Background: an optimization exercise with open tools, aiming at small area, a short achievable clock period and few clock cycles. Do not read the settings as production practice. Only simulation tests tie the RTL to the original design; equivalence was not proved. The clock cells of runs 1 to 5 and 7 to 11 come from the design's own scripts or RTL, not from TritonCTS. The flow treats the clock pin as an ideal source. Dropping or thinning the clock tree relies on that and would not hold on a real chip. No activity file was given, so power comes from the tool's default toggle rates.

`flow/flow/run.sh`:
```
#!/bin/bash
# Layout flow: the standard synthesis, then the ORFS layout steps with
# settings from flow/params.sh (port buffer cell, setup margin for
# repair_timing), every logic cell first reset to its smallest drive strength
# so that repair only upsizes what timing needs, and the clock tree that CTS
# builds replaced by one level of buffers (flow/clocktree.tcl).
# Each tool's output goes to a log file here.
set -euo pipefail
source flow/params.sh
R=orfs/results/$FLOW_PLATFORM/LZ77_Encoder/base
bash standard.sh synth > synth.log 2>&1
if [[ "${DOWNSIZE:-0}" == 1 ]]; then
  IN_DB=$R/1_synth.odb openroad -no_init -exit flow/downsize.tcl > downsize.log 2>&1
fi
export CLK_GROUPS CLK_BUF
bash standard.sh "${MAKEVARS[@]}" POST_CTS_TCL=$PWD/flow/clocktree.tcl finish > layout.log 2>&1
```
`flow/flow/clocktree.tcl`:
```
# POST_CTS hook: replace the clock tree that CTS built with one level of
# clock buffers driven by the clock port. The registers are split into
# CLK_GROUPS groups of about equal size by recursive median cuts of their
# positions; each group gets one buffer (CLK_BUF) at its centre, so every
# register sees the same structure: port -> one buffer -> clock pin.
set block [ord::get_db_block]
set db [ord::get_db]
set ngroups $::env(CLK_GROUPS)
set bufm [$db findMaster $::env(CLK_BUF)]

set clkport [$block findBTerm clk]
set clknet [$clkport getNet]

# every clock pin of a register, wherever in the tree it hangs now
set sinks {}
set cts_insts {}
foreach inst [$block getInsts] {
  set mname [[$inst getMaster] getName]
  if {[regexp {__(df|edf|sdf)} $mname]} {
    set ck [$inst findITerm CLK]
    if {$ck ne "NULL"} { lappend sinks $ck }
  }
}
# the buffers CTS made: instances whose output drives a clock net
foreach net [$block getNets] {
  if {[$net getSigType] ne "CLOCK"} continue
  foreach it [$net getITerms] {
    set inst [$it getInst]
    set mname [[$inst getMaster] getName]
    if {[regexp {__(clkbuf|clkinv|buf|inv|bufinv|clkdly)} $mname] && [$it isOutputSignal]} {
      lappend cts_insts $inst
    }
  }
}
set cts_insts [lsort -unique $cts_insts]
puts "clocktree: [llength $sinks] sinks, removing [llength $cts_insts] CTS cells"
set oldnets {}
foreach inst $cts_insts {
  foreach it [$inst getITerms] {
    set n [$it getNet]
    if {$n ne "NULL" && $n ne $clknet} { lappend oldnets $n }
    $it disconnect
  }
  odb::dbInst_destroy $inst
}
foreach ck $sinks { if {[$ck getNet] ne "NULL"} { $ck disconnect } }
foreach n [lsort -unique $oldnets] {
  if {[llength [$n getITerms]] == 0 && [llength [$n getBTerms]] == 0} { odb::dbNet_destroy $n }
}

proc pin_xy {it} {
  set inst [$it getInst]
  set b [$inst getBBox]
  return [list [expr {([$b xMin] + [$b xMax]) / 2}] [expr {([$b yMin] + [$b yMax]) / 2}]]
}
proc split_groups {items n axis} {
  if {$n <= 1} { return [list $items] }
  set keyed {}
  foreach it $items { lappend keyed [list [lindex [pin_xy $it] $axis] $it] }
  set keyed [lsort -integer -index 0 $keyed]
  set n1 [expr {$n / 2}]
  set cut [expr {int(round([llength $keyed] * double($n1) / $n))}]
  set a {}; set b {}
  set i 0
  foreach k $keyed { if {$i < $cut} { lappend a [lindex $k 1] } else { lappend b [lindex $k 1] }; incr i }
  set nx [expr {1 - $axis}]
  return [concat [split_groups $a $n1 $nx] [split_groups $b [expr {$n - $n1}] $nx]]
}
# cut first across the longer side of the sink region
set xs {}; set ys {}
foreach ck $sinks { lassign [pin_xy $ck] x y; lappend xs $x; lappend ys $y }
set xs [lsort -integer $xs]; set ys [lsort -integer $ys]
set axis [expr {([lindex $xs end] - [lindex $xs 0]) >= ([lindex $ys end] - [lindex $ys 0]) ? 0 : 1}]
set groups [split_groups $sinks $ngroups $axis]

set gi 0
foreach g $groups {
  set sx 0; set sy 0
  foreach ck $g { lassign [pin_xy $ck] x y; set sx [expr {$sx + $x}]; set sy [expr {$sy + $y}] }
  set cx [expr {$sx / [llength $g]}]; set cy [expr {$sy / [llength $g]}]
  set buf [odb::dbInst_create $block $bufm "clkbuf_root_$gi"]
  set net [odb::dbNet_create $block "clknet_root_$gi"]
  $net setSigType CLOCK
  [$buf findITerm A] connect $clknet
  [$buf findITerm X] connect $net
  foreach ck $g { $ck connect $net }
  $buf setLocation [expr {$cx - [$bufm getWidth] / 2}] [expr {$cy - [$bufm getHeight] / 2}]
  $buf setPlacementStatus PLACED
  puts "clocktree: group $gi: [llength $g] sinks, buffer at $cx $cy"
  incr gi
}
detailed_placement
check_placement -verbose
estimate_parasitics -placement
report_clock_latency -include_internal_latency
report_clock_skew
```
`flow/flow/downsize.tcl`:
```
# Swap every logic cell to the smallest-area cell of its family (same
# function, other drive strength). Flip-flops keep their type.
read_db $::env(IN_DB)
set db [ord::get_db]
set fam {}
foreach lib [$db getLibs] {
  foreach m [$lib getMasters] {
    set n [$m getName]
    if {[regexp {^(sky130_fd_sc_hd__[a-z0-9]+)_([0-9]+)$} $n -> base drv]} {
      dict lappend fam $base $m
    }
  }
}
set swapped 0
foreach inst [[ord::get_db_block] getInsts] {
  set m [$inst getMaster]
  set n [$m getName]
  if {![regexp {^(sky130_fd_sc_hd__[a-z0-9]+)_([0-9]+)$} $n -> base drv]} continue
  if {[regexp {__(df|edf|sdf|dl|sedf|clk|conb|tap|fill|decap)} $n]} continue
  set best $m
  set ba [expr {[$m getWidth] * [$m getHeight]}]
  foreach c [dict get $fam $base] {
    set a [expr {[$c getWidth] * [$c getHeight]}]
    if {$a < $ba} { set best $c; set ba $a }
  }
  if {$best ne $m} {
    $inst swapMaster $best
    incr swapped
  }
}
puts "downsized $swapped instances"
write_db $::env(IN_DB)
```
`flow/flow/params.sh`:
```
DOWNSIZE=1
CLK_GROUPS=4
CLK_BUF=sky130_fd_sc_hd__clkbuf_16
MAKEVARS=("BUFFER_PORTS_ARGS=-buffer_cell sky130_fd_sc_hd__buf_2" "CTS_ARGS=-sink_clustering_enable -repair_clock_nets -dont_use_dummy_load -sink_clustering_size 30 -buf_list sky130_fd_sc_hd__clkbuf_8" SETUP_SLACK_MARGIN=9.45)
```
`flow/standard.sh`:
```
#!/bin/bash
# synth_recipe.tcl (not shown) runs the flow's synth.tcl, then flattens the netlist and writes it again
# the make line also repeats each setting of config.mk as NAME=value (left out here)
make -C /OpenROAD-flow-scripts/flow DESIGN_CONFIG=/design/flow/config.mk WORK_HOME=/design/flow/orfs CLKGATE_MAP_FILE= SYNTH_SCRIPT=/design/flow/synth_recipe.tcl "${@:-finish}"
```
`flow/config.mk`:
```
export PLATFORM = sky130hd
export DESIGN_NAME = LZ77_Encoder
export DESIGN_NICKNAME = LZ77_Encoder
export VERILOG_FILES = /design/flow/design.v
export SDC_FILE = /design/flow/constraint.sdc
export NUM_CORES = 8
export LEC_CHECK = 0
export CAP_MARGIN = 40
export CORE_MARGIN = 2
export CORE_UTILIZATION = 30
export PLACE_DENSITY = 0.35
export SLEW_MARGIN = 40
```
`flow/constraint.sdc`:
```
create_clock -name core_clock -period 13.0 [get_ports {clk}]
set_input_delay 2.6000 -clock core_clock [delete_from_list [all_inputs] [get_ports {clk}]]
set_output_delay 2.6000 -clock core_clock [all_outputs]
set_load 0.01 [all_outputs]
```
`flow/design.v`:
```
module LZ77_Encoder(clk,reset,chardata,valid,encode,finish,offset,match_len,char_nxt);
input               clk;
input               reset;
input       [7:0]   chardata;
output reg          valid;
output              encode;
output reg          finish;
output reg  [3:0]   offset;
output reg  [2:0]   match_len;
output      [7:0]   char_nxt;
assign encode = 1'b1;
reg [79:0] hist;
reg [3:0]  cnt;
reg        st;
reg [9:1]  al;
always @(posedge clk)
    hist <= {hist[71:0], chardata};
reg [3:0] cnt_nx;
always @(*)
    case (cnt)
        4'd0: cnt_nx = 4'd1;
        4'd1: cnt_nx = 4'd2;
        4'd2: cnt_nx = 4'd3;
        4'd3: cnt_nx = 4'd4;
        4'd4: cnt_nx = 4'd5;
        4'd5: cnt_nx = 4'd6;
        4'd6: cnt_nx = 4'd7;
        4'd7: cnt_nx = 4'd8;
        4'd8: cnt_nx = 4'd9;
        default: cnt_nx = 4'd10;
    endcase
always @(posedge clk or posedge reset)
    if (reset) cnt <= 4'd0;
    else       cnt <= cnt_nx;
wire [7:0] cur = hist[7:0];
assign char_nxt = hist[15:8];
wire [9:1] eq;
genvar g;
generate
    for (g = 1; g <= 9; g = g + 1) begin : cmp
        assign eq[g] = (hist[8*g +: 8] == cur);
    end
endgenerate
wire [9:1] vm;
assign vm[1] = cnt[3] | cnt[2] | cnt[1];
assign vm[2] = cnt[3] | cnt[2] | (cnt[1] & cnt[0]);
assign vm[3] = cnt[3] | cnt[2];
assign vm[4] = cnt[3] | (cnt[2] & (cnt[1] | cnt[0]));
assign vm[5] = cnt[3] | (cnt[2] & cnt[1]);
assign vm[6] = cnt[3] | (cnt[2] & cnt[1] & cnt[0]);
assign vm[7] = cnt[3];
assign vm[8] = cnt[3] & (cnt[1] | cnt[0]);
assign vm[9] = cnt[3] & cnt[1];
wire       en = (cnt != 4'd0);
wire [2:0] je = st ? 3'd0 : match_len;
wire [9:1] a  = al & eq & vm;
wire [2:0] jn = {je[2] ^ (je[1] & je[0]), je[1] ^ je[0], ~je[0]};
reg [3:0] enc;
integer k;
always @(*) begin
    enc = 4'd0;
    for (k = 1; k <= 9; k = k + 1)
        if (al[k]) enc = k - 1;
end
wire kill = (a == 9'd0) || (je == 3'd7);
wire nk   = kill | ~en;
wire emit = en & kill & ~finish;
always @(posedge clk) begin
    st        <= nk;
    al        <= a | {9{nk}};
    match_len <= kill ? je : jn;
    offset    <= st ? 4'd0 : enc;
end
always @(posedge clk or posedge reset)
    if (reset) begin
        valid  <= 1'b0;
        finish <= 1'b0;
    end else begin
        valid <= emit;
        if (emit && cur == 8'h24) finish <= 1'b1;
    end
endmodule
```
==> impl_metrics.toml, run 1 <==
[run_status]
status = "timing/DRC/antenna clean"

[power_and_ir_drop]
switchingPower_mw = 0.110
cellLeakagePower_nw = 1.52
clock_power_share_pct = 26.6
pwr-share-comb_pct = 5.9
p_seq_share_pct = 67.5
netSwitchingFraction_pct = 21.4
vdd_drop_max_mv = 0.0644
power_density_nw_per_um2 = 138
p_int_mw = 0.405

[grt]
track_usage_pct = 12.0
grt_max_degree = 27
grt_pass1_wl_um = 10500
antenna_found_initial = 0
overflow = 0
grt_pass1_vias = 1946

[drt]
drtIter0Drc = 35
ant_nets = 0
wire_per_inst_um = 15.0
vias = 1896
routed_wl_um = 6630
viasPerCell = 4.28
drcViolationCount = 0
first_pass_iters = 4

[final_layout]
drive_above_1_share_pct = 9.90
antenna-diode-count = 0
nets = 321
syn2layout_area_growth_pct = 9.97
layout_common_cells = "97 x dfxtp_1, 56 x xor2_1, 26 x buf_2"
layout_commonest_cell = "dfxtp_1"
stdcell_area_um2 = 3720

[synth]
synthesis.nets = 307
syn_area_per_cell_um2 = 11.6
synthCells = 291
syn_area_um2 = 3390
ys_warn_count = 1

[clock_tree]
worstSkewPairLatency_ns = 0.16
clk_pin_slew_ns = 0.10
cts.sinks = 103

[floorplan]
core_area_um2 = 10900
ios = 28
initial_core_util_pct = 31.0
fp.dieW_um = 110
die_height_um = 110
rows = 38
die_area_um2 = 12200

[sta]
setup-tns-final_ns = 0
max_slew_margin_pct = 46.1
whs_ns = 0.364
timing.clock.skew_ns = 0.00659
worst_slack_ns = 9.70
fin_crit_ns = 3.30
worstMarginPinSlew_ns = 0.809
period_share_pct = 25.4
drv_slew = 0
hold_viol = 0
setup_viol = 0
rsz0062_at_grt = "no"
max_freq_ghz = 0.303

[placement]
hpwl_um = 5100
gp_congestion = 0.672
postPlaceCellArea_um2 = 3620
dp_slack_ns = 9.90
numPortBuffers = 26

[setup_path]
r2r-start = "hist[4]"
cp_data_required_time_ns = 10.40
crit_slowest_cell = "dfrtp_1"
worst-setup-path-type = "register to output pin"
startpoint_type = "register"
path_cells = "buf_2"
max_stage_delay_ns = 0.40
worst_setup_path_end_kind = "output pin"
crit_family = "flip-flops"
cp_num_cells = 1
crit_fanout = 3
cp.arrival_ns = 0.70
crit_start = "finish"
r2r.worst_path.cells = 6
cp.buffers_inverters = 1

[worst_hold_path]
hold_depth = 0
hold_class = "register to register"
hold_start = "hist[39]"

[run]
cap_violations = 0
metal layers:
layer	global-route usage (%)	vias up	share of wire [%]
met1	16.1	882	50
met3	3.47	4	3.2
met2	19.3	24	46
met4	2.68	0	1.1
li1	-	986	-
met5	0	-	0
sequential cells by signal, indices dropped and copies added, names as in the netlist:
signal	cells
al	9
cnt	4
finish	1
hist	80
match_len	3
offset	4
st	1
valid	1
stage by stage:
step	std cells	utilization [%]	power, mW
after floorplan	291	-	0.375
after global placement	439	33.1	0.388
after detailed placement	439	33.1	0.388
after global routing	443	34.1	0.542
final	443	34.1	0.516
layout make-up:
cell class | instances | area (um2)
Inverter | 6 | 22.5
Multi-Input combinational cell | 164 | 1200
Sequential cell | 103 | 2090
Tap cell | 140 | 175
Fill cell | 1136 | 7210
Buffer | 4 | 100
Timing Repair Buffer | 26 | 130
worst paths after layout:
kind / end / slack (ns)
min in group asynchronous: finish / 2.33
setup reg to reg: match_len[2] / 10.13
hold reg to reg: hist[47] / 0.36
setup / recovery: finish / 9.70
max in group asynchronous: cnt[1] / 10.48
hold / removal: hist[47] / 0.36
power groups by stage:
stage / logic [mW] / registers, mW / clock network, mW
detailed placement: 0.0318 / 0.356 / 0
global route: 0.0346 / 0.351 / 0.156
global placement: 0.0320 / 0.356 / 0
finish: 0.0306 / 0.348 / 0.137
floorplan: 0.0271 / 0.348 / 0
Testbench counts, summed over its fixed seeds: cycles 24,720.
==> run 2: changes to the inputs <==
==> flow/flow/params.sh (replaced) <==
DOWNSIZE=1
CLK_GROUPS=4
CLK_BUF=sky130_fd_sc_hd__buf_12
MAKEVARS=("BUFFER_PORTS_ARGS=-buffer_cell sky130_fd_sc_hd__buf_2" "CTS_ARGS=-sink_clustering_enable -repair_clock_nets -dont_use_dummy_load -sink_clustering_size 30 -buf_list sky130_fd_sc_hd__clkbuf_8" SETUP_SLACK_MARGIN=9.45)
==> impl_metrics.toml, run 2 <==
[run_status]
status = "timing/DRC/antenna clean"

[final_layout]
top_regs = "hist: 80 flops, al: 9 flops"
regMostFlops = "hist"
final_util_pct = 33.9
layout_common_cells = "97 x dfxtp_1, 56 x xor2_1, 26 x buf_2"
antenna-diode-count = 0
syn2layout_area_growth_pct = 9.38
final_cells = 443
nets = 321
stdcell_area_um2 = 3700
largest_reg_flops = 80
drive_above_1_share_pct = 9.90
layout_commonest_cell = "dfxtp_1"

[placement]
postPlaceCellArea_um2 = 3620
numPlacedInstances = 439
hpwl_um = 5100
numPortBuffers = 26
gp_congestion = 0.672
dp_slack_ns = 9.90

[synth]
synthCells = 291
synthesis.nets = 307
syn_area_um2 = 3390
ys_warn_count = 1
syn_area_per_cell_um2 = 11.6

[run]
cap_violations = 0

[power_and_ir_drop]
cellLeakagePower_nw = 1.51
power_density_nw_per_um2 = 137
vdd_drop_max_mv = 0.0612

[clock_tree]
worstSkewPairLatency_ns = 0.13
clk_pin_slew_ns = 0.10
cts.sinks = 103

[floorplan]
core_area_um2 = 10900
die_area_um2 = 12200
fp.dieW_um = 110
rows = 38
die_height_um = 110
ios = 28
initial_core_util_pct = 31.0

[drt]
drtIter0Drc = 25
wire_per_inst_um = 14.9
viasPerCell = 4.28
drcViolationCount = 0
vias = 1898
routed_wl_um = 6610
ant_nets = 0
first_pass_iters = 4

[grt]
top_usage_layer = "met2"
antenna_found_initial = 0
grt_use_met2_pct = 19.3
grt_pass1_vias = 1942
grt_pass1_wl_um = 10500
grt_max_degree = 27
use_met3_pct = 3.29
overflow = 0
grtUsageMet1_pct = 16.0
track_usage_pct = 12.0

[setup_path]
startpoint_type = "register"
max_stage_delay_ns = 0.40
crit_fanout = 3
crit_start = "finish"
cp_data_required_time_ns = 10.40
path_cells = "buf_2"
crit_family = "flip-flops"
r2r-start = "hist[4]"
cp.buffers_inverters = 1
cp.arrival_ns = 0.67
worst_setup_path_end_kind = "output pin"
crit_slowest_cell = "dfrtp_1"
worst-setup-path-type = "register to output pin"

[worst_hold_path]
hold_class = "register to register"
hold_start = "hist[33]"

[sta]
hold_viol = 0
rsz0062_at_grt = "no"
period_share_pct = 25.2
max_slew_margin_pct = 46.6
fin_crit_ns = 3.27
worstMarginPinSlew_ns = 0.801
setup-tns-final_ns = 0
max_freq_ghz = 0.305
worst_slack_ns = 9.73
timing.clock.skew_ns = 0.00410
drv_slew = 0
setup_viol = 0
run 2: final cells by class:
cell class	instances	area [um2]
sequential	103	2090
multi-input combinational	164	1200
fill	1140	7230
inverter	6	22.5
buffer	4	80.1
tap	140	175
timing repair buffer	26	130
run 2: through the flow:
| stage | hold WS, ns | total power [mW] |
|---|---|---|
| after floorplan | 0.329 | 0.375 |
| after global placement | 0.353 | 0.388 |
| after detailed placement | 0.353 | 0.388 |
| after global routing | 0.373 | 0.534 |
| final | 0.366 | 0.508 |
run 2: path summary, 6_finish.rpt:
kind,to,slack [ns],depth (start not counted)
max,finish,9.73,1
min in group asynchronous,valid,2.36,2
min reg2reg,hist[41],0.37,0
min,hist[41],0.37,0
max in group asynchronous,cnt[1],10.45,2
max reg2reg,match_len[1],10.14,6
run 2: layer usage:
layer	up-vias	part of all wire, %
met5	-	0
met4	0	1.1
met3	3	3.2
met2	24	46
met1	883	50
li1	988	-
run 2: where the power goes:
part	internal [mW]	leakage [nW]	switching (mW)
Sequential	0.332	0.882	0.0157
Combinational	0.0163	0.593	0.0143
Clock	0.0502	0.0376	0.0797
Total	0.399	1.51	0.110
==> run 3: changes to the inputs <==
==> flow/flow/run.sh (replaced) <==
#!/bin/bash
# Layout flow: the standard synthesis, then the ORFS layout steps with
# settings from flow/params.sh (port buffer cell, setup margin for
# repair_timing), every logic cell first reset to its smallest drive strength
# so that repair only upsizes what timing needs, the ports buffered by
# flow/ports.tcl, and the clock tree that CTS builds replaced by one level of
# buffers (flow/clocktree.tcl).
# Each tool's output goes to a log file here.
set -euo pipefail
source flow/params.sh
R=orfs/results/$FLOW_PLATFORM/LZ77_Encoder/base
bash standard.sh synth > synth.log 2>&1
if [[ "${DOWNSIZE:-0}" == 1 ]]; then
  IN_DB=$R/1_synth.odb openroad -no_init -exit flow/downsize.tcl > downsize.log 2>&1
fi
export CLK_GROUPS CLK_BUF IN_PORT_BUF OUT_PORT_BUF
bash standard.sh "${MAKEVARS[@]}" POST_CTS_TCL=$PWD/flow/clocktree.tcl \
  DONT_BUFFER_PORTS=1 PRE_GLOBAL_PLACE_TCL=$PWD/flow/ports.tcl finish > layout.log 2>&1
==> flow/flow/params.sh (replaced) <==
DOWNSIZE=1
CLK_GROUPS=4
CLK_BUF=sky130_fd_sc_hd__buf_12
IN_PORT_BUF=sky130_fd_sc_hd__buf_2
OUT_PORT_BUF=sky130_fd_sc_hd__buf_2
MAKEVARS=("CTS_ARGS=-sink_clustering_enable -repair_clock_nets -dont_use_dummy_load -sink_clustering_size 30 -buf_list sky130_fd_sc_hd__clkbuf_8" SETUP_SLACK_MARGIN=9.45 CORE_UTILIZATION=60 PLACE_DENSITY=0.7)
==> flow/flow/ports.tcl (new file) <==
# PRE_GLOBAL_PLACE hook: buffer every input and output port, with a small
# buffer on the inputs (which have timing slack) and a faster one on the
# outputs. ORFS's own port buffering is turned off (DONT_BUFFER_PORTS=1).
buffer_ports -inputs -buffer_cell $::env(IN_PORT_BUF)
buffer_ports -outputs -buffer_cell $::env(OUT_PORT_BUF)
==> impl_metrics.toml, run 3 <==
[drt]
drtIter0Drc = 130
first_pass_iters = 4
wire_per_inst_um = 15.7
ant_nets = 0
drcViolationCount = 0
viasPerCell = 5.39
vias = 1882
routed_wl_um = 5470

[placement]
hpwl_um = 4130
numPortBuffers = 26
gp_congestion = 0.841

[sta]
worstMarginPinSlew_ns = 0.748
fin_crit_ns = 3.18
whs_ns = 0.356
period_share_pct = 24.5
max_slew_margin_pct = 50.2
drv_slew = 0
setup-tns-final_ns = 0
rsz0062_at_grt = "no"
max_freq_ghz = 0.314
setup_viol = 0
timing.clock.skew_ns = 0.00739
hold_viol = 0

[setup_path]
crit_start = "finish"
crit_fanout = 3
cp_data_required_time_ns = 10.40
worst_setup_path_end_kind = "output pin"
r2r-start = "hist[7]"
startpoint_type = "register"
cp.arrival_ns = 0.58
worst-setup-path-type = "register to output pin"

[clock_tree]
worstSkewPairLatency_ns = 0.13
cts.sinks = 103
clk_pin_slew_ns = 0.10

[power_and_ir_drop]
vdd_drop_max_mv = 0.155
finalPower_mw = 0.498
cellLeakagePower_nw = 1.40
power_density_nw_per_um2 = 143

[synth]
synthesis.nets = 307
syn_area_um2 = 3390
synthCells = 291
ys_warn_count = 1
syn_area_per_cell_um2 = 11.6

[floorplan]
fp.dieW_um = 79.1
rows = 27
initial_core_util_pct = 61.9
core_area_um2 = 5470
die_area_um2 = 6260
die_height_um = 79.1
ios = 28

[final_layout]
syn2layout_area_growth_pct = 3.03
layout_common_cells = "97 x dfxtp_1, 56 x xor2_1, 17 x xnor2_1"
regMostFlops = "hist"
fillerInstances = 472
top_regs = "hist: 80 flops, al: 9 flops"
layout_commonest_cell = "dfxtp_1"
nets = 295
drive_above_1_share_pct = 1.44
antenna-diode-count = 0
largest_reg_flops = 80

[run_status]
status = "timing/DRC/antenna clean"

[worst_hold_path]
hold_class = "register to register"
hold_start = "hist[33]"

[grt]
grt_pass1_wl_um = 8990
antenna_found_initial = 0
track_usage_pct = 19.3
grt_max_degree = 27
grt_pass1_vias = 1863
overflow = 0

[run]
cap_violations = 0
==> run 3: power breakdown <==
part           internal [mW]  total [mW]  switching (mW)
Sequential             0.332       0.350          0.0172
Combinational         0.0137      0.0252          0.0115
Clock                 0.0501       0.123          0.0732
==> run 3: area by class of cell <==
type | instances | area (um2) | share of cell area (%)
buffer | 4 | 80.1 | 2.29
inverter | 6 | 22.5 | 0.645
multi-input combinational | 164 | 1200 | 34.5
sequential | 103 | 2090 | 59.9
tap | 72 | 90.1 | 2.58
==> run 3: worst paths after layout <==
kind | to | slack (ns) | depth (start not counted)
max reg2reg | match_len[2] | 10.23 | 6
max in group asynchronous | valid | 10.54 | 1
min | hist[41] | 0.36 | 0
min reg2reg | hist[41] | 0.36 | 0
min in group asynchronous | cnt[2] | 2.26 | 1
max | finish | 9.82 | 0
==> run 3: through the flow <==
step / util, % / instances / cell area [um2] / setup slack (ns)
3_3_place_gp: 62.3 / 345 / 3410 / 10.00
6_report: 63.8 / 349 / 3490 / 9.82
5_1_grt: 63.8 / 349 / 3490 / 9.79
2_1_floorplan: - / 291 / 3390 / 9.93
3_5_place_dp: 62.3 / 345 / 3410 / 9.98
==> run 3: routing by layer <==
metal  wire length (um)  share of wire (%)  up-vias  track usage, %
met5                  0                  0        -               0
met4                 88                1.6        0            5.00
met3                253                4.6        6            5.11
met2               2650                 48       44            32.7
met1               2480                 45      887            24.4
li1                   -                  -      945               -
==> run 4: changes to the inputs <==
==> flow/flow/params.sh (replaced) <==
DOWNSIZE=1
CLK_GROUPS=4
CLK_BUF=sky130_fd_sc_hd__buf_12
IN_PORT_BUF=sky130_fd_sc_hd__buf_1
OUT_PORT_BUF=sky130_fd_sc_hd__buf_2
MAKEVARS=("CTS_ARGS=-sink_clustering_enable -repair_clock_nets -dont_use_dummy_load -sink_clustering_size 30 -buf_list sky130_fd_sc_hd__clkbuf_8" SETUP_SLACK_MARGIN=9.45 CORE_UTILIZATION=60 PLACE_DENSITY=0.7)
==> impl_metrics.toml, run 4 <==
[drt]
routed_wl_um = 5440
viasPerCell = 5.37
ant_nets = 0
wire_per_inst_um = 15.6
drcViolationCount = 0
vias = 1873
first_pass_iters = 4
drtIter0Drc = 115

[final_layout]
largest_reg_flops = 80
antenna-diode-count = 0
drive_above_1_share_pct = 1.44
layout_common_cells = "97 x dfxtp_1, 56 x xor2_1, 17 x xnor2_1"
nets = 295
layout_commonest_cell = "dfxtp_1"
syn2layout_area_growth_pct = 3.03
fillerInstances = 472
regMostFlops = "hist"
top_regs = "hist: 80 flops, al: 9 flops"

[setup_path]
cp_data_required_time_ns = 10.40
crit_start = "finish"
r2r-start = "hist[7]"
r2r_slack_ns = 10.24
worst-setup-path-type = "register to output pin"
crit_fanout = 3
startpoint_type = "register"
worst_setup_path_end_kind = "output pin"
cp.arrival_ns = 0.58

[worst_hold_path]
hold_start = "hist[33]"
hold_class = "register to register"

[grt]
track_usage_pct = 19.3
antenna_found_initial = 0
grt_pass1_vias = 1863
overflow = 0
grt_pass1_wl_um = 8990
grt_max_degree = 27

[clock_tree]
cts.sinks = 103
worstSkewPairLatency_ns = 0.13
clk_pin_slew_ns = 0.09

[placement]
hpwl_um = 4130
numPortBuffers = 26
gp_congestion = 0.841

[synth]
synthesis.nets = 307
syn_area_um2 = 3390
synthCells = 291
ys_warn_count = 1
syn_area_per_cell_um2 = 11.6

[floorplan]
die_area_um2 = 6260
ios = 28
initial_core_util_pct = 61.9
fp.dieW_um = 79.1
die_height_um = 79.1
core_area_um2 = 5470
rows = 27

[sta]
worstMarginPinSlew_ns = 0.743
setup_viol = 0
hold_viol = 0
timing.clock.skew_ns = 0.00724
period_share_pct = 24.5
max_freq_ghz = 0.314
drv_slew = 0
max_slew_margin_pct = 50.5
rsz0062_at_grt = "no"
setup-tns-final_ns = 0
fin_crit_ns = 3.18

[power_and_ir_drop]
vdd_drop_max_mv = 0.155
finalPower_mw = 0.497
power_density_nw_per_um2 = 143
cellLeakagePower_nw = 1.40

[run_status]
status = "timing/DRC/antenna clean"

[run]
cap_violations = 0
==> run 4: path summary, 6_finish.rpt <==
kind | endpoint | cells past startpoint
max | finish | 0
min | hist[41] | 0
max reg2reg | match_len[2] | 6
min in group asynchronous | cnt[2] | 1
min reg2reg | hist[41] | 0
max in group asynchronous | valid | 1
==> run 4: worst reg2reg max path: cells and delay by family (launching register included) <==
family	cells	cell delay, ns
xor gates and xnor gates	1	0.19
AOI/OAI and AO/OA	1	0.44
DFF	1	0.72
muxes	1	0.38
and+or+nand+nor	3	0.91
==> run 4: stage by stage <==
step                      instance area, um2  cells  setup slack [ns]  util (%)  hold slack, ns
after floorplan                         3390    291              9.93         -           0.329
after global placement                  3410    345             10.00      62.3           0.351
after detailed placement                3410    345              9.98      62.3           0.353
after global routing                    3490    349              9.79      63.8           0.362
final                                   3490    349              9.82      63.8           0.356
==> run 4: layout make-up <==
| cell class | count | area, um2 | share of cell area [%] |
|---|---|---|---|
| Tap cell | 72 | 90.1 | 2.58 |
| Buffer | 4 | 80.1 | 2.29 |
| Multi-Input combinational cell | 164 | 1200 | 34.5 |
| Inverter | 6 | 22.5 | 0.645 |
| Sequential cell | 103 | 2090 | 59.9 |
==> run 4: report_power, final <==
group | total [mW] | switching [mW] | internal, mW
Combinational | 0.0252 | 0.0115 | 0.0137
Clock | 0.123 | 0.0724 | 0.0501
Sequential | 0.350 | 0.0172 | 0.332
==> run 4: per-layer routing <==
metal / up-vias / wire length (um) / GRT usage [%]
li1: 944 / - / -
met2: 41 / 2640 / 32.7
met5: - / 0 / 0
met3: 6 / 225 / 5.11
met4: 0 / 88 / 5.00
met1: 882 / 2490 / 24.4
==> run 5: changes to the inputs <==
==> flow/flow/params.sh (replaced) <==
DOWNSIZE=1
CLK_GROUPS=4
CLK_BUF=sky130_fd_sc_hd__buf_12
IN_PORT_BUF=sky130_fd_sc_hd__buf_1
OUT_PORT_BUF=sky130_fd_sc_hd__buf_2
MAKEVARS=("CTS_ARGS=-sink_clustering_enable -repair_clock_nets -dont_use_dummy_load -sink_clustering_size 30 -buf_list sky130_fd_sc_hd__clkbuf_8" SETUP_SLACK_MARGIN=9.45)
==> impl_metrics.toml, run 5 <==
[worst_hold_path]
hold_start = "hist[24]"
hold_class = "register to register"

[grt]
overflow = 0
grt_pass1_vias = 1898
track_usage_pct = 11.6
grt_max_degree = 27
grt_pass1_wl_um = 10100
antenna_found_initial = 0

[setup_path]
r2r.worst_path.cells = 6
r2r_slack_ns = 10.15
r2r-end = "match_len[2]"
worst_setup_path_end_kind = "output pin"
crit_start = "finish"
crit_end = "finish"
cp.arrival_ns = 0.58
startpoint_type = "register"
worst-setup-path-type = "register to output pin"
cp_num_cells = 0
r2r-start = "hist[4]"
crit_fanout = 3
cp_data_required_time_ns = 10.40

[placement]
numPortBuffers = 26
hpwl_um = 5020
gp_congestion = 0.692
postPlaceCellArea_um2 = 3490

[drt]
drcViolationCount = 0
wire_per_inst_um = 15.6
routed_wl_um = 6490
drtIter0Drc = 52
viasPerCell = 4.41
vias = 1839
ant_nets = 0
first_pass_iters = 4

[sta]
hold_viol = 0
fin_crit_ns = 3.18
max_slew_margin_pct = 57.1
setup-tns-final_ns = 0
rsz0062_at_grt = "no"
period_share_pct = 24.4
worstMarginPinSlew_ns = 0.641
max_freq_ghz = 0.315
setup_viol = 0
whs_ns = 0.362
drv_slew = 0
timing.clock.skew_ns = 0.0111

[final_layout]
syn2layout_area_growth_pct = 5.65
regMostFlops = "hist"
layout_common_cells = "97 x dfxtp_1, 56 x xor2_1, 17 x xnor2_1"
stdcell_area_um2 = 3580
top_regs = "hist: 80 flops, al: 9 flops"
nets = 295
layout_commonest_cell = "dfxtp_1"
antenna-diode-count = 0
drive_above_1_share_pct = 1.81
fillerInstances = 1157
largest_reg_flops = 80

[floorplan]
die_height_um = 110
ios = 28
die_area_um2 = 12200
initial_core_util_pct = 31.0
rows = 38
core_area_um2 = 10900
fp.dieW_um = 110

[synth]
syn_area_per_cell_um2 = 11.6
ys_warn_count = 1
synthesis.nets = 307
syn_area_um2 = 3390
synthCells = 291

[clock_tree]
clk_pin_slew_ns = 0.11
cts.sinks = 103
worstSkewPairLatency_ns = 0.14

[power_and_ir_drop]
cellLeakagePower_nw = 1.40
power_density_nw_per_um2 = 141
vdd_drop_max_mv = 0.0960

[run]
cap_violations = 0

[run_status]
status = "timing/DRC/antenna clean"
run 5: worst reg2reg max path: cells and delay by family, from the launching register on:
family	cells	cell delay [ns]
flops	1	0.72
compound gates	1	0.55
simple gates	3	0.92
xor+xnor	1	0.19
mux	1	0.37
run 5: cell type report:
cell class | instances | area [um2] | area share [%]
Sequential cell | 103 | 2090 | 58.5
Multi-Input combinational cell | 164 | 1210 | 33.8
Tap cell | 140 | 175 | 4.90
Buffer | 4 | 80.1 | 2.24
Inverter | 6 | 22.5 | 0.629
run 5: routing by layer:
metal | GRT usage (%) | routed length [um]
met4 | 2.95 | 75
met5 | 0 | 0
met3 | 3.47 | 232
met2 | 18.8 | 3050
met1 | 15.1 | 3130
run 5: stage by stage:
step                      std cells  worst slack [ns]  total power [mW]  utilization (%)
after floorplan                 291              9.93             0.375                -
after global placement          413              10.0             0.384             32.0
after detailed placement        413              9.99             0.384             32.0
after global routing            417              9.79             0.527             32.7
final                           417              9.82             0.505             32.7
run 5: worst min-delay path by stage:
stage	end	slack [ns]	cells after the start
3_3_place_gp	hist[72]	0.35	0
5_1_grt	hist[75]	0.37	0
2_1_floorplan	hist[10]	0.33	0
3_5_place_dp	hist[30]	0.35	0
6_report	hist[32]	0.36	0
run 5: power breakdown:
part	total, mW	internal, mW	switching [mW]
Clock	0.129	0.0502	0.0791
Combinational	0.0256	0.0137	0.0119
Sequential	0.350	0.332	0.0174
Total	0.505	0.396	0.108
==> run 6: changes to the inputs <==
==> flow/flow/run.sh (replaced) <==
#!/bin/bash
# Layout flow: the standard synthesis, then the ORFS layout steps with
# settings from flow/params.sh (port buffer cell, setup margin for
# repair_timing), every logic cell first reset to its smallest drive strength
# so that repair only upsizes what timing needs, the input port buffers
# made smaller (flow/ports.tcl), and the clock tree that CTS builds replaced by one level of
# buffers (flow/clocktree.tcl).
# Each tool's output goes to a log file here.
set -euo pipefail
source flow/params.sh
R=orfs/results/$FLOW_PLATFORM/LZ77_Encoder/base
bash standard.sh synth > synth.log 2>&1
if [[ "${DOWNSIZE:-0}" == 1 ]]; then
  IN_DB=$R/1_synth.odb openroad -no_init -exit flow/downsize.tcl > downsize.log 2>&1
fi
export CLK_GROUPS CLK_BUF IN_PORT_BUF OUT_PORT_BUF
bash standard.sh "${MAKEVARS[@]}" POST_CTS_TCL=$PWD/flow/clocktree.tcl \
  "BUFFER_PORTS_ARGS=-buffer_cell $OUT_PORT_BUF" POST_GLOBAL_PLACE_TCL=$PWD/flow/ports.tcl finish > layout.log 2>&1
==> flow/flow/ports.tcl (replaced) <==
# POST_GLOBAL_PLACE hook: ORFS has buffered every port with BUFFER_PORTS_ARGS'
# cell; the input buffers, whose paths have timing slack, get the smaller
# IN_PORT_BUF cell instead.
set m [[ord::get_db] findMaster $::env(IN_PORT_BUF)]
foreach p [get_ports -quiet *] {
  if {[get_property $p direction] ne "input"} continue
  foreach pin [get_pins -quiet -of_objects [get_nets -of_objects $p]] {
    set inst [[ord::get_db_block] findInst [get_full_name [get_cells -of_objects $pin]]]
    if {$inst eq "NULL"} continue
    if {[regexp {__(buf|clkbuf)_} [[$inst getMaster] getName]] && [string match "input*" [$inst getName]]} {
      puts "ports: [$inst getName] -> $::env(IN_PORT_BUF)"
      $inst swapMaster $m
    }
  }
}
==> impl_metrics.toml, run 6 <==
[run_status]
status = "stopped before the end"
error = "[ERROR STA-0100] unsupported object type Port."
lastStage = "3_3_place_gp"

[floorplan]
rows = 38
initial_core_util_pct = 31.0
ios = 28
die_height_um = 110
fp.dieW_um = 110

[synth]
synthCells = 291
syn_area_um2 = 3390
syn_area_per_cell_um2 = 11.6
synthesis.nets = 307
ys_warn_count = 1

[placement]
numPortBuffers = 26
==> run 7: changes to the inputs <==
==> flow/flow/ports.tcl (replaced) <==
# POST_GLOBAL_PLACE hook: ORFS has buffered every port with BUFFER_PORTS_ARGS'
# cell; the input buffers (instances inputN), whose paths have timing slack,
# get the smaller IN_PORT_BUF cell instead.
set m [[ord::get_db] findMaster $::env(IN_PORT_BUF)]
foreach inst [[ord::get_db_block] getInsts] {
  if {[regexp {^input[0-9]+$} [$inst getName]] && [regexp {__buf_} [[$inst getMaster] getName]]} {
    puts "ports: [$inst getName] -> $::env(IN_PORT_BUF)"
    $inst swapMaster $m
  }
}
==> impl_metrics.toml, run 7 <==
[floorplan]
initial_core_util_pct = 31.0
fp.dieW_um = 110
die_area_um2 = 12200
rows = 38
core_area_um2 = 10900
ios = 28
die_height_um = 110

[setup_path]
crit_family = "flip-flops"
crit_slowest_cell = "dfrtp_1"
worst-setup-path-type = "register to output pin"
cp_data_required_time_ns = 10.40
cp.buffers_inverters = 1
cp.arrival_ns = 0.67
max_stage_delay_ns = 0.40
worst_setup_path_end_kind = "output pin"
startpoint_type = "register"
crit_fanout = 3
path_cells = "buf_2"

[clock_tree]
worstSkewPairLatency_ns = 0.13
clk_pin_slew_ns = 0.10
cts.sinks = 103

[grt]
antenna_found_initial = 0
grt_pass1_wl_um = 10500
overflow = 0
track_usage_pct = 12.0
grt_max_degree = 27
grt_pass1_vias = 1972

[power_and_ir_drop]
vdd_drop_max_mv = 0.0689
finalPower_mw = 0.508
power_density_nw_per_um2 = 137
cellLeakagePower_nw = 1.49

[final_layout]
drive_above_1_share_pct = 6.93
largest_reg_flops = 80
regMostFlops = "hist"
syn2layout_area_growth_pct = 9.05
layout_common_cells = "97 x dfxtp_1, 56 x xor2_1, 17 x xnor2_1, 17 x buf_2, 16 x nand3_1"
nets = 321
top_regs = "hist: 80 flops, al: 9 flops"
multi_input_area_um2 = 1200
regArea_um2 = 2090
antenna-diode-count = 0
layout_commonest_cell = "dfxtp_1"
fillerInstances = 1150

[synth]
synthCells = 291
synthesis.nets = 307
ys_warn_count = 1
syn_area_um2 = 3390
syn_area_per_cell_um2 = 11.6

[drt]
routed_wl_um = 6610
drtIter0Drc = 43
wire_per_inst_um = 14.9
drcViolationCount = 0
first_pass_iters = 4
viasPerCell = 4.25
vias = 1884
ant_nets = 0

[placement]
numPortBuffers = 26
dp_slack_ns = 9.90
hpwl_um = 5100

[run]
cap_violations = 0

[sta]
worst_slack_ns = 9.73
hold_viol = 0
timing.clock.skew_ns = 0.00341
rsz0062_at_grt = "no"
fin_crit_ns = 3.27
setup-tns-final_ns = 0
worstMarginPinSlew_ns = 0.807
drv_slew = 0
max_freq_ghz = 0.306
period_share_pct = 25.2
max_slew_margin_pct = 46.2
setup_viol = 0

[run_status]
status = "timing/DRC/antenna clean"

[worst_hold_path]
hold_class = "register to register"
## run 7: area by class of cell
type                       count  area share [%]
timing repair buffer          26            3.22
inverter                       6           0.610
tap                          140            4.74
buffer                         4            2.17
multi-input combinational    164            32.6
sequential                   103            56.6
## run 7: power by group
| group | switching [mW] | internal, mW |
|---|---|---|
| clock network | 0.0791 | 0.0502 |
| registers | 0.0157 | 0.332 |
| logic | 0.0144 | 0.0160 |
## run 7: metal layers
metal	wire [um]	vias up	GRT usage, %
met4	65	0	2.68
met2	3010	23	19.2
li1	-	987	-
met1	3330	870	16.2
met3	206	4	3.29
met5	0	-	0
## run 7: path summary, 6_finish.rpt
path,start,end,slack [ns],cells after the start
max in group asynchronous,reset,cnt[1],10.46,2
max,finish,finish,9.73,1
min reg2reg,hist[39],hist[47],0.37,0
max reg2reg,hist[4],match_len[1],10.12,6
min,hist[39],hist[47],0.37,0
min in group asynchronous,reset,cnt[0],2.34,2
## run 7: stage by stage
stage | hold slack, ns | instances | instance area, um2 | util (%)
after floorplan | 0.329 | 291 | 3390 | -
after global placement | 0.353 | 439 | 3620 | 33.1
after detailed placement | 0.353 | 439 | 3610 | 33.0
after global routing | 0.374 | 443 | 3690 | 33.8
final | 0.366 | 443 | 3690 | 33.8
==> run 8: changes to the inputs <==
==> flow/flow/run.sh (replaced) <==
#!/bin/bash
# Layout flow: the standard synthesis, then the ORFS layout steps with
# settings from flow/params.sh, and these changes:
#  - flow/resynth.tcl: the logic re-mapped for area (optional) and every logic
#    cell reset to its smallest drive strength, so that repair only upsizes
#    what timing needs;
#  - flow/ports.tcl: smaller buffers on the input ports;
#  - flow/clocktree.tcl: the clock tree that CTS builds replaced by one level
#    of buffers driven by the clock port.
# Each tool's output goes to a log file here.
set -euo pipefail
source flow/params.sh
R=orfs/results/$FLOW_PLATFORM/LZ77_Encoder/base
bash standard.sh synth > synth.log 2>&1
IN_DB=$R/1_synth.odb IN_SDC=$R/1_synth.sdc RESTRUCTURE=${RESTRUCTURE:-0} \
  openroad -no_init -exit flow/resynth.tcl > resynth.log 2>&1
export CLK_GROUPS CLK_BUF IN_PORT_BUF OUT_PORT_BUF
bash standard.sh "${MAKEVARS[@]}" POST_CTS_TCL=$PWD/flow/clocktree.tcl \
  "BUFFER_PORTS_ARGS=-buffer_cell $OUT_PORT_BUF" POST_GLOBAL_PLACE_TCL=$PWD/flow/ports.tcl finish > layout.log 2>&1
--- a/flow/flow/params.sh
+++ b/flow/flow/params.sh
@@ -1,4 +1,4 @@
-DOWNSIZE=1
+RESTRUCTURE=0
 CLK_GROUPS=4
 CLK_BUF=sky130_fd_sc_hd__buf_12
 IN_PORT_BUF=sky130_fd_sc_hd__buf_1
==> flow/flow/resynth.tcl (new file) <==
# After the standard synthesis: re-map the combinational logic for area
# with OpenROAD's restructure (ABC), then swap every logic cell to the
# smallest-area cell of its family (same function, other drive strength), so
# that the later repair steps only upsize what timing needs. Registers are
# not touched.
set lib $::env(FLOW_HOME)/platforms/$::env(FLOW_PLATFORM)/lib/sky130_fd_sc_hd__tt_025C_1v80.lib
read_liberty $lib
read_db $::env(IN_DB)
read_sdc $::env(IN_SDC)
report_design_area
if {$::env(RESTRUCTURE)} {
  file mkdir restructure_work
  restructure -liberty_file $lib -target area \
    -tiehi_port sky130_fd_sc_hd__conb_1/HI -tielo_port sky130_fd_sc_hd__conb_1/LO \
    -work_dir restructure_work
  report_design_area
}
set db [ord::get_db]
set fam {}
foreach l [$db getLibs] {
  foreach m [$l getMasters] {
    set n [$m getName]
    if {[regexp {^(sky130_fd_sc_hd__[a-z0-9]+)_([0-9]+)$} $n -> base drv]} {
      dict lappend fam $base $m
    }
  }
}
set swapped 0
foreach inst [[ord::get_db_block] getInsts] {
  set m [$inst getMaster]
  set n [$m getName]
  if {[regexp {lpflow|probe} $n]} { error "don't-use cell $n in the netlist" }
  if {![regexp {^(sky130_fd_sc_hd__[a-z0-9]+)_([0-9]+)$} $n -> base drv]} continue
  if {[regexp {__(df|edf|sdf|dl|sedf|clk|conb|tap|fill|decap)} $n]} continue
  set best $m
  set ba [expr {[$m getWidth] * [$m getHeight]}]
  foreach c [dict get $fam $base] {
    set a [expr {[$c getWidth] * [$c getHeight]}]
    if {$a < $ba} { set best $c; set ba $a }
  }
  if {$best ne $m} {
    $inst swapMaster $best
    incr swapped
  }
}
puts "downsized $swapped instances"
report_design_area
write_db $::env(IN_DB)
removed: flow/flow/downsize.tcl
==> impl_metrics.toml, run 8 <==
[run_status]
status = "timing/DRC/antenna clean"

[final_layout]
final_util_pct = 33.8
final_cells = 443
antenna-diode-count = 0
nets = 321
syn2layout_area_growth_pct = 9.05
regMostFlops = "hist"
stdcell_area_um2 = 3690
layout_commonest_cell = "dfxtp_1"
top_regs = "hist: 80 flops, al: 9 flops"
layout_common_cells = "97 x dfxtp_1, 56 x xor2_1, 17 x xnor2_1, 17 x buf_2, 16 x nand3_1"
drive_above_1_share_pct = 6.93
largest_reg_flops = 80

[sta]
setup_viol = 0
period_share_pct = 25.2
fin_crit_ns = 3.27
hold_viol = 0
worst_slack_ns = 9.73
max_freq_ghz = 0.306
setup-tns-final_ns = 0
whs_ns = 0.366
max_slew_margin_pct = 46.2
timing.clock.skew_ns = 0.00341
rsz0062_at_grt = "no"
drv_slew = 0
worstMarginPinSlew_ns = 0.807

[worst_hold_path]
hold_class = "register to register"

[placement]
dp_slack_ns = 9.90
postPlaceCellArea_um2 = 3610
numPortBuffers = 26
numPlacedInstances = 439
hpwl_um = 5100

[power_and_ir_drop]
finalPower_mw = 0.508
pwr-share-comb_pct = 6.0
p_seq_share_pct = 68.5
cellLeakagePower_nw = 1.49
power_density_nw_per_um2 = 137
netSwitchingFraction_pct = 21.5
p_int_mw = 0.398
switchingPower_mw = 0.109
clock_power_share_pct = 25.5
vdd_drop_max_mv = 0.0689

[setup_path]
worst_setup_path_end_kind = "output pin"
startpoint_type = "register"
cp.buffers_inverters = 1
crit_family = "flip-flops"
cp.arrival_ns = 0.67
worst-setup-path-type = "register to output pin"
path_cells = "buf_2"
crit_slowest_cell = "dfrtp_1"
max_stage_delay_ns = 0.40
crit_fanout = 3
cp_data_required_time_ns = 10.40

[synth]
synthCells = 291
synthesis.nets = 307
ys_warn_count = 1
syn_area_per_cell_um2 = 11.6
syn_area_um2 = 3390

[grt]
grt_pass1_wl_um = 10500
grt_max_degree = 27
antenna_found_initial = 0
track_usage_pct = 12.0
grt_pass1_vias = 1972
overflow = 0

[floorplan]
die_area_um2 = 12200
initial_core_util_pct = 31.0
ios = 28
rows = 38
core_area_um2 = 10900
fp.dieW_um = 110
die_height_um = 110

[clock_tree]
cts.sinks = 103
worstSkewPairLatency_ns = 0.13
clk_pin_slew_ns = 0.10

[drt]
viasPerCell = 4.25
drtIter0Drc = 43
drcViolationCount = 0
first_pass_iters = 4
ant_nets = 0
wire_per_inst_um = 14.9
routed_wl_um = 6610
vias = 1884

[run]
cap_violations = 0
-- run 8: routing by layer --
layer,global-route usage [%],vias up,part of all wire [%]
li1,-,987,-
met1,16.2,870,50
met2,19.2,23,45
met3,3.29,4,3.1
met4,2.68,0,0.98
met5,0,-,0
-- run 8: cell type report --
| type | count | area, um2 |
|---|---|---|
| fill | 1150 | 7240 |
| sequential | 103 | 2090 |
| multi-input combinational | 164 | 1200 |
| tap | 140 | 175 |
| timing repair buffer | 26 | 119 |
| buffer | 4 | 80.1 |
| inverter | 6 | 22.5 |
-- run 8: worst paths after layout --
path                       startpoint      endpoint  slack [ns]  depth (start not counted)
hold reg to reg              hist[39]      hist[47]        0.37                          0
max in group asynchronous       reset        cnt[1]       10.46                          2
setup / recovery               finish        finish        9.73                          1
min in group asynchronous       reset        cnt[0]        2.34                          2
setup reg to reg              hist[4]  match_len[1]       10.12                          6
hold / removal               hist[39]      hist[47]        0.37                          0
-- run 8: power groups by stage --
| stage | sequential [mW] | combinational [mW] | clock (mW) |
|---|---|---|---|
| 5_1_grt | 0.351 | 0.0344 | 0.149 |
| 3_5_place_dp | 0.356 | 0.0314 | 0 |
| 3_3_place_gp | 0.356 | 0.0320 | 0 |
| 6_report | 0.348 | 0.0304 | 0.129 |
| 2_1_floorplan | 0.348 | 0.0271 | 0 |
-- run 8: worst reg2reg max path, delay by kind of cell (launching register included) --
family | cells | cell delay, ns
mux | 1 | 0.38
xor+xnor | 1 | 0.19
simple gates | 3 | 0.90
compound gates | 1 | 0.60
flops | 1 | 0.72
==> run 9: changes to the inputs <==
--- a/flow/flow/params.sh
+++ b/flow/flow/params.sh
@@ -1,4 +1,4 @@
-RESTRUCTURE=0
+RESTRUCTURE=1
 CLK_GROUPS=4
 CLK_BUF=sky130_fd_sc_hd__buf_12
 IN_PORT_BUF=sky130_fd_sc_hd__buf_1
==> impl_metrics.toml, run 9 <==
[run_status]
status = "timing/DRC/antenna clean"

[placement]
hpwl_um = 6160
numPortBuffers = 26
postPlaceCellArea_um2 = 3480

[drt]
drtIter0Drc = 138
wl_met1_um = 3790
ant_nets = 0
wire_per_inst_um = 18.7
vias = 2267
met3WireLength_um = 387
first_pass_iters = 4
highest_layer = "met4"
drcViolationCount = 0
wl_met2_um = 4050
routed_wl_um = 8320
viasPerCell = 5.09

[setup_path]
max_stage_delay_ns = 0.43
r2r_slack_ns = 9.83
r2r-start = "hist[1]"
startpoint_type = "register"
crit_start = "hist[12]"
cp_data_required_time_ns = 10.40
cp_num_cells = 1
cp.buffers_inverters = 1
worst-setup-path-type = "register to output pin"
worst_setup_path_end_kind = "output pin"
crit_slowest_cell = "dfxtp_1"
crit_family = "flip-flops"
r2r-end = "al[9]"
path_cells = "buf_2"
crit_end = "char_nxt[4]"
r2r.worst_path.cells = 9
cp.arrival_ns = 0.73
crit_fanout = 4

[synth]
synthesis.nets = 297
synthCells = 287
syn_area_um2 = 3220
syn_area_per_cell_um2 = 11.2
ys_warn_count = 1

[power_and_ir_drop]
p_int_mw = 0.400
vdd_drop_max_mv = 0.0874
finalPower_mw = 0.516
switchingPower_mw = 0.117
netSwitchingFraction_pct = 22.6
pwr-share-comb_pct = 7.3
p_seq_share_pct = 67.3
cellLeakagePower_nw = 1.31
clock_power_share_pct = 25.4
power_density_nw_per_um2 = 145

[final_layout]
regArea_um2 = 2100
layout_commonest_cell = "dfxtp_1"
top_regs = "hist: 80 flops, al: 9 flops"
layout_common_cells = "95 x dfxtp_1, 23 x clkinv_1, 17 x buf_2"
antenna-diode-count = 0
syn2layout_area_growth_pct = 10.8
fillerInstances = 1094
multi_input_area_um2 = 1010
drive_above_1_share_pct = 7.77
largest_reg_flops = 80
regMostFlops = "hist"
stdcell_area_um2 = 3570
nets = 321

[sta]
period_share_pct = 25.6
drv_slew = 0
rsz0062_at_grt = "no"
fin_crit_ns = 3.33
hold_viol = 0
timing.clock.skew_ns = 0.00466
worstMarginPinSlew_ns = 0.629
max_slew_margin_pct = 57.8
setup_viol = 0
max_freq_ghz = 0.300
setup-tns-final_ns = 0

[run]
cap_violations = 0

[grt]
grt_pass1_vias = 2220
grt_pass1_wl_um = 13100
antenna_found_initial = 0
grt_max_degree = 27
overflow = 0
track_usage_pct = 15.3

[floorplan]
ios = 28
core_area_um2 = 10400
initial_core_util_pct = 31.1
rows = 37
die_area_um2 = 11600
die_height_um = 108
fp.dieW_um = 108

[clock_tree]
cts.sinks = 103
worstSkewPairLatency_ns = 0.14
clk_pin_slew_ns = 0.10

[worst_hold_path]
hold_class = "register to register"
==> run 9: worst min-delay path by stage <==
stage	startpoint	endpoint	slack [ns]	cells after the start
2_1_floorplan	hist[3]	hist[11]	0.34	0
5_1_grt	hist[1]	hist[9]	0.37	0
6_report	hist[1]	hist[9]	0.35	0
3_5_place_dp	hist[1]	hist[9]	0.35	0
3_3_place_gp	hist[1]	hist[9]	0.34	0
==> run 9: power by group through the flow <==
| stage | registers [mW] | logic, mW | clock network [mW] |
|---|---|---|---|
| after floorplan | 0.350 | 0.0258 | 0 |
| after global placement | 0.355 | 0.0393 | 0 |
| after detailed placement | 0.355 | 0.0382 | 0 |
| after global routing | 0.350 | 0.0425 | 0.148 |
| final | 0.347 | 0.0377 | 0.131 |
==> run 9: worst register-to-register path: cells and delay by family, from the launching register on <==
family                 cells  cell delay, ns
buffers and inverters      2            0.77
AOI/OAI and AO/OA          3            0.71
DFF                        1            0.34
and+or+nand+nor            4            1.24
==> run 9: final cells by class <==
class / instances / area share (%)
Buffer: 4 / 2.24
Multi-Input combinational cell: 152 / 28.3
Inverter: 24 / 2.63
Tap cell: 136 / 4.76
Sequential cell: 103 / 58.7
Timing Repair Buffer: 26 / 3.33
==> run 9: through the flow <==
step,hold slack [ns],std cells,util (%),setup slack (ns)
2_1_floorplan,0.338,287,-,9.92
3_5_place_dp,0.345,441,33.6,9.62
3_3_place_gp,0.343,441,33.7,9.75
5_1_grt,0.367,445,34.4,9.51
6_report,0.352,445,34.4,9.67
==> run 9: layer usage <==
metal | up-vias | global-route usage [%]
met5 | - | 0
met4 | 0 | 3.48
met3 | 8 | 3.09
met2 | 61 | 25.7
met1 | 1072 | 20.2
li1 | 1126 | -
==> run 10: changes to the inputs <==
--- a/flow/flow/clocktree.tcl
+++ b/flow/flow/clocktree.tcl
@@ -94,3 +94,4 @@
 estimate_parasitics -placement
 report_clock_latency -include_internal_latency
 report_clock_skew
+source [file join [file dirname [info script]] tune.tcl]
--- a/flow/flow/params.sh
+++ b/flow/flow/params.sh
@@ -1,4 +1,4 @@
-RESTRUCTURE=1
+RESTRUCTURE=0
 CLK_GROUPS=4
 CLK_BUF=sky130_fd_sc_hd__buf_12
 IN_PORT_BUF=sky130_fd_sc_hd__buf_1
==> flow/flow/tune.tcl (new file) <==
proc tune_area {} {
  set a 0.0
  foreach inst [[ord::get_db_block] getInsts] {
    set m [$inst getMaster]
    if {[$m getType] ne "CORE"} continue
    if {[regexp {tapvpwr|fill|decap} [$m getName]]} continue
    set a [expr {$a + [$m getWidth] * [$m getHeight] / 1e6}]
  }
  return $a
}
proc tune_cost {} {
  set p [expr {$::env(FLOW_PERIOD_NS) - [sta::worst_slack -max]}]
  return [expr {[tune_area] * $p}]
}
proc tune_family {m} {
  set n [$m getName]
  if {![regexp {^(sky130_fd_sc_hd__[a-z0-9]+)_([0-9]+)$} $n -> base drv]} { return {} }
  set out {}
  foreach d {1 2 4 8} {
    set c [[ord::get_db] findMaster ${base}_$d]
    if {$c ne "NULL"} { lappend out $c }
  }
  return $out
}
estimate_parasitics -placement
set cands {}
foreach inst [[ord::get_db_block] getInsts] {
  if {[regexp {^output[0-9]+$} [$inst getName]]} {
    lappend cands $inst
    # the register that drives this output buffer
    set net [[$inst findITerm A] getNet]
    if {$net ne "NULL"} {
      foreach it [$net getITerms] {
        if {[$it isOutputSignal] && [regexp {__(df|edf|sdf)} [[[$it getInst] getMaster] getName]]} {
          lappend cands [$it getInst]
        }
      }
    }
  }
}
set cands [lsort -unique $cands]
set best [tune_cost]

for {set pass 0} {$pass < 3} {incr pass} {
  set changed 0
  foreach inst $cands {
    set cur [$inst getMaster]
    set keep $cur
    foreach m [tune_family $cur] {
      if {$m eq $cur} continue
      $inst swapMaster $m
      estimate_parasitics -placement
      set c [tune_cost]
      if {$c < $best - 1e-6} { set best $c; set keep $m; set changed 1 }
      $inst swapMaster $cur
    }
    if {$keep ne $cur} {
      $inst swapMaster $keep
      puts "tune: [$inst getName] [$cur getName] -> [$keep getName] cost $best"
    }
    estimate_parasitics -placement
  }
  if {!$changed} break
}
detailed_placement
estimate_parasitics -placement

==> impl_metrics.toml, run 10 <==
[synth]
synthCells = 291
ys_warn_count = 1
syn_area_per_cell_um2 = 11.6
synthesis.nets = 307
syn_area_um2 = 3390

[setup_path]
cp.buffers_inverters = 1
path_cells = "buf_1"
crit_fanout = 3
cp_data_required_time_ns = 10.40
worst-setup-path-type = "register to output pin"
worst_setup_path_end_kind = "output pin"
startpoint_type = "register"
cp.arrival_ns = 0.67
crit_family = "flip-flops"
max_stage_delay_ns = 0.40
crit_slowest_cell = "dfrtp_1"

[grt]
track_usage_pct = 12.0
overflow = 0
grt_pass1_vias = 1972
grt_max_degree = 27
antenna_found_initial = 0
grt_pass1_wl_um = 10500

[final_layout]
nets = 321
layout_commonest_cell = "dfxtp_1"
stdcell_area_um2 = 3680
top_regs = "hist: 80 flops, al: 9 flops"
drive_above_1_share_pct = 3.96
syn2layout_area_growth_pct = 8.72
largest_reg_flops = 80
layout_common_cells = "97 x dfxtp_1, 56 x xor2_1, 18 x buf_1"
regMostFlops = "hist"
fillerInstances = 1154
antenna-diode-count = 0

[placement]
numPortBuffers = 26
postPlaceCellArea_um2 = 3610
hpwl_um = 5100

[drt]
routed_wl_um = 6610
drtIter0Drc = 43
first_pass_iters = 4
ant_nets = 0
vias = 1884
drcViolationCount = 0
wire_per_inst_um = 14.9
viasPerCell = 4.25

[floorplan]
initial_core_util_pct = 31.0
fp.dieW_um = 110
die_height_um = 110
core_area_um2 = 10900
die_area_um2 = 12200
ios = 28
rows = 38

[sta]
drv_slew = 0
fin_crit_ns = 3.27
hold_viol = 0
max_freq_ghz = 0.306
max_slew_margin_pct = 46.2
worstMarginPinSlew_ns = 0.807
setup-tns-final_ns = 0
period_share_pct = 25.1
setup_viol = 0
whs_ns = 0.366
rsz0062_at_grt = "no"
timing.clock.skew_ns = 0.00341

[power_and_ir_drop]
cellLeakagePower_nw = 1.45
power_density_nw_per_um2 = 138
vdd_drop_max_mv = 0.0689

[clock_tree]
clk_pin_slew_ns = 0.10
cts.sinks = 103
worstSkewPairLatency_ns = 0.13

[run]
cap_violations = 0

[worst_hold_path]
hold_class = "register to register"

[run_status]
status = "timing/DRC/antenna clean"
run 10: where the power goes:
| part | internal [mW] | leakage [nW] | switching, mW |
|---|---|---|---|
| registers | 0.332 | 0.882 | 0.0157 |
| clock network | 0.0502 | 0.0376 | 0.0791 |
| logic | 0.0156 | 0.532 | 0.0144 |
run 10: layer usage:
| metal | GRT usage, % | up-vias | share of wire, % |
|---|---|---|---|
| met1 | 16.2 | 870 | 50 |
| met4 | 2.68 | 0 | 0.98 |
| li1 | - | 987 | - |
| met2 | 19.2 | 23 | 45 |
| met5 | 0 | - | 0 |
| met3 | 3.29 | 4 | 3.1 |
run 10: final timing paths:
check | start | end | slack, ns | cells past startpoint
worst max-delay path | finish | finish | 9.73 | 1
worst min-delay path | hist[39] | hist[47] | 0.37 | 0
worst max register to register | hist[4] | match_len[1] | 10.12 | 6
worst min register to register | hist[39] | hist[47] | 0.37 | 0
max in group asynchronous | reset | cnt[1] | 10.46 | 2
min in group asynchronous | reset | cnt[0] | 2.34 | 2
run 10: area by class of cell:
cell class | instances | area (um2) | area share, %
sequential | 103 | 2090 | 56.8
buffer | 4 | 80.1 | 2.17
tap | 140 | 175 | 4.76
multi-input combinational | 164 | 1200 | 32.7
timing repair buffer | 26 | 108 | 2.92
inverter | 6 | 22.5 | 0.612
run 10: through the flow:
stage	cells	total power, mW	setup WS, ns	utilization (%)
detailed placement	439	0.387	9.90	33.0
global route	443	0.534	9.68	33.7
finish	443	0.507	9.73	33.7
floorplan	291	0.375	9.93	-
global placement	439	0.388	9.90	33.1
==> run 11: changes to the inputs <==
--- a/flow/flow/params.sh
+++ b/flow/flow/params.sh
@@ -1,4 +1,4 @@
-RESTRUCTURE=0
+RESTRUCTURE=1
 CLK_GROUPS=4
 CLK_BUF=sky130_fd_sc_hd__buf_12
 IN_PORT_BUF=sky130_fd_sc_hd__buf_1
==> impl_metrics.toml, run 11 <==
[final_layout]
layout_common_cells = "97 x dfxtp_1, 26 x buf_1, 23 x clkinv_1"
syn2layout_area_growth_pct = 10.0
antenna-diode-count = 0
layout_commonest_cell = "dfxtp_1"
largest_reg_flops = 80
drive_above_1_share_pct = 1.62
final_util_pct = 34.2
stdcell_area_um2 = 3550
regMostFlops = "hist"
nets = 321
fillerInstances = 1097
top_regs = "hist: 80 flops, al: 9 flops"

[setup_path]
max_stage_delay_ns = 0.48
cp.buffers_inverters = 1
cp_data_required_time_ns = 10.40
path_cells = "buf_1"
worst_setup_path_end_kind = "output pin"
startpoint_type = "register"
crit_slowest_cell = "dfxtp_1"
cp.arrival_ns = 0.80
crit_family = "flip-flops"
worst-setup-path-type = "register to output pin"
crit_fanout = 4

[drt]
viasPerCell = 5.09
ant_nets = 0
vias = 2267
drtIter0Drc = 135
first_pass_iters = 4
wire_per_inst_um = 18.7
routed_wl_um = 8320
drcViolationCount = 0

[floorplan]
initial_core_util_pct = 31.1
ios = 28
rows = 37
die_area_um2 = 11600
fp.dieW_um = 108
die_height_um = 108
core_area_um2 = 10400

[run]
cap_violations = 0

[grt]
track_usage_pct = 15.3
grt_pass1_wl_um = 13100
antenna_found_initial = 0
grt_pass1_vias = 2220
overflow = 0
grt_max_degree = 27

[sta]
hold_viol = 0
setup_viol = 0
rsz0062_at_grt = "no"
max_slew_margin_pct = 57.9
period_share_pct = 26.1
setup-tns-final_ns = 0
drv_slew = 0
max_freq_ghz = 0.294
timing.clock.skew_ns = 0.00558
worst_slack_ns = 9.60
worstMarginPinSlew_ns = 0.627
fin_crit_ns = 3.40

[synth]
syn_area_um2 = 3220
synthesis.nets = 297
syn_area_per_cell_um2 = 11.2
ys_warn_count = 1
synthCells = 287

[power_and_ir_drop]
cellLeakagePower_nw = 1.25
power_density_nw_per_um2 = 145
vdd_drop_max_mv = 0.0874
finalPower_mw = 0.514

[clock_tree]
cts.sinks = 103
worstSkewPairLatency_ns = 0.14
clk_pin_slew_ns = 0.10

[placement]
dp_slack_ns = 9.62
postPlaceCellArea_um2 = 3480
hpwl_um = 6160
numPortBuffers = 26

[run_status]
status = "timing/DRC/antenna clean"

[worst_hold_path]
hold_class = "register to register"
==> run 11: per-stage QoR <==
stage / instances / hold WS (ns)
final: 445 / 0.360
after global routing: 445 / 0.371
after detailed placement: 441 / 0.345
after global placement: 441 / 0.343
after floorplan: 287 / 0.338
==> run 11: metal layers <==
metal / track usage (%) / vias up / routed length [um]
li1: - / 1124 / -
met1: 20.2 / 1087 / 3820
met2: 25.7 / 50 / 4070
met3: 3.09 / 6 / 343
met4: 3.48 / 0 / 93
met5: 0 / - / 0
==> run 11: cell type report <==
type / instances / area (um2) / share of cell area [%]
Sequential cell: 103 / 2090 / 59.0
Multi-Input combinational cell: 152 / 1010 / 28.5
Tap cell: 136 / 170 / 4.80
Timing Repair Buffer: 26 / 97.6 / 2.75
Inverter: 24 / 93.8 / 2.65
Buffer: 4 / 80.1 / 2.26
==> run 11: power breakdown <==
group          total, mW  switching (mW)  internal (mW)
Combinational     0.0369          0.0215         0.0153
Sequential         0.348          0.0143          0.333
Clock              0.130          0.0797         0.0502
==> run 11: final timing paths <==
path	slack, ns	from	endpoint	depth (start not counted)
min in group asynchronous	2.30	reset	cnt[0]	2
worst min register to register	0.36	hist[1]	hist[9]	0
worst max-delay path	9.60	hist[9]	char_nxt[1]	1
worst max register to register	9.84	hist[1]	al[9]	9
max in group asynchronous	10.54	reset	cnt[1]	2
worst min-delay path	0.36	hist[1]	hist[9]	0

==> port drivers added, routing unchanged <==
Ports are ideal in the flow. The routed layouts listed here were re-timed in OpenROAD.
Step 1 assumes that a clkbuf_16 drives the clock port and a buf_2 every other input.
Step 2 also shifts input and output timing later by t, the mid clock arrival at the registers, as if the neighbouring blocks saw the same clock.
Three values: no drivers, after step 1, after step 2; two values: the first two.
| run | shift t [ns] | setup slack, ns | worst slew at a driven data input, ns |
|---|---|---|---|
| run 1 | 0.241 | 9.700 / 9.617 / 9.858 | 0.03 |
| run 2 | 0.221 | 9.726 / 9.637 / 9.858 | 0.03 |
| run 3 | 0.211 | 9.820 / 9.735 / 9.947 | 0.03 |
| run 4 | 0.210 | 9.820 / 9.736 / 9.947 | 0.03 |
| run 5 | 0.223 | 9.822 / 9.733 / 9.956 | 0.03 |
| run 7 | 0.219 | 9.727 / 9.641 / 9.860 | 0.03 |
| run 8 | 0.219 | 9.727 / 9.641 / 9.860 | 0.03 |
| run 9 | 0.223 | 9.672 / 9.585 / 9.807 | 0.03 |
| run 10 | 0.219 | 9.735 / 9.648 / 9.867 | 0.03 |
| run 11 | 0.222 | 9.603 / 9.515 / 9.736 | 0.03 |
After both steps setup and hold are still met in every run listed.
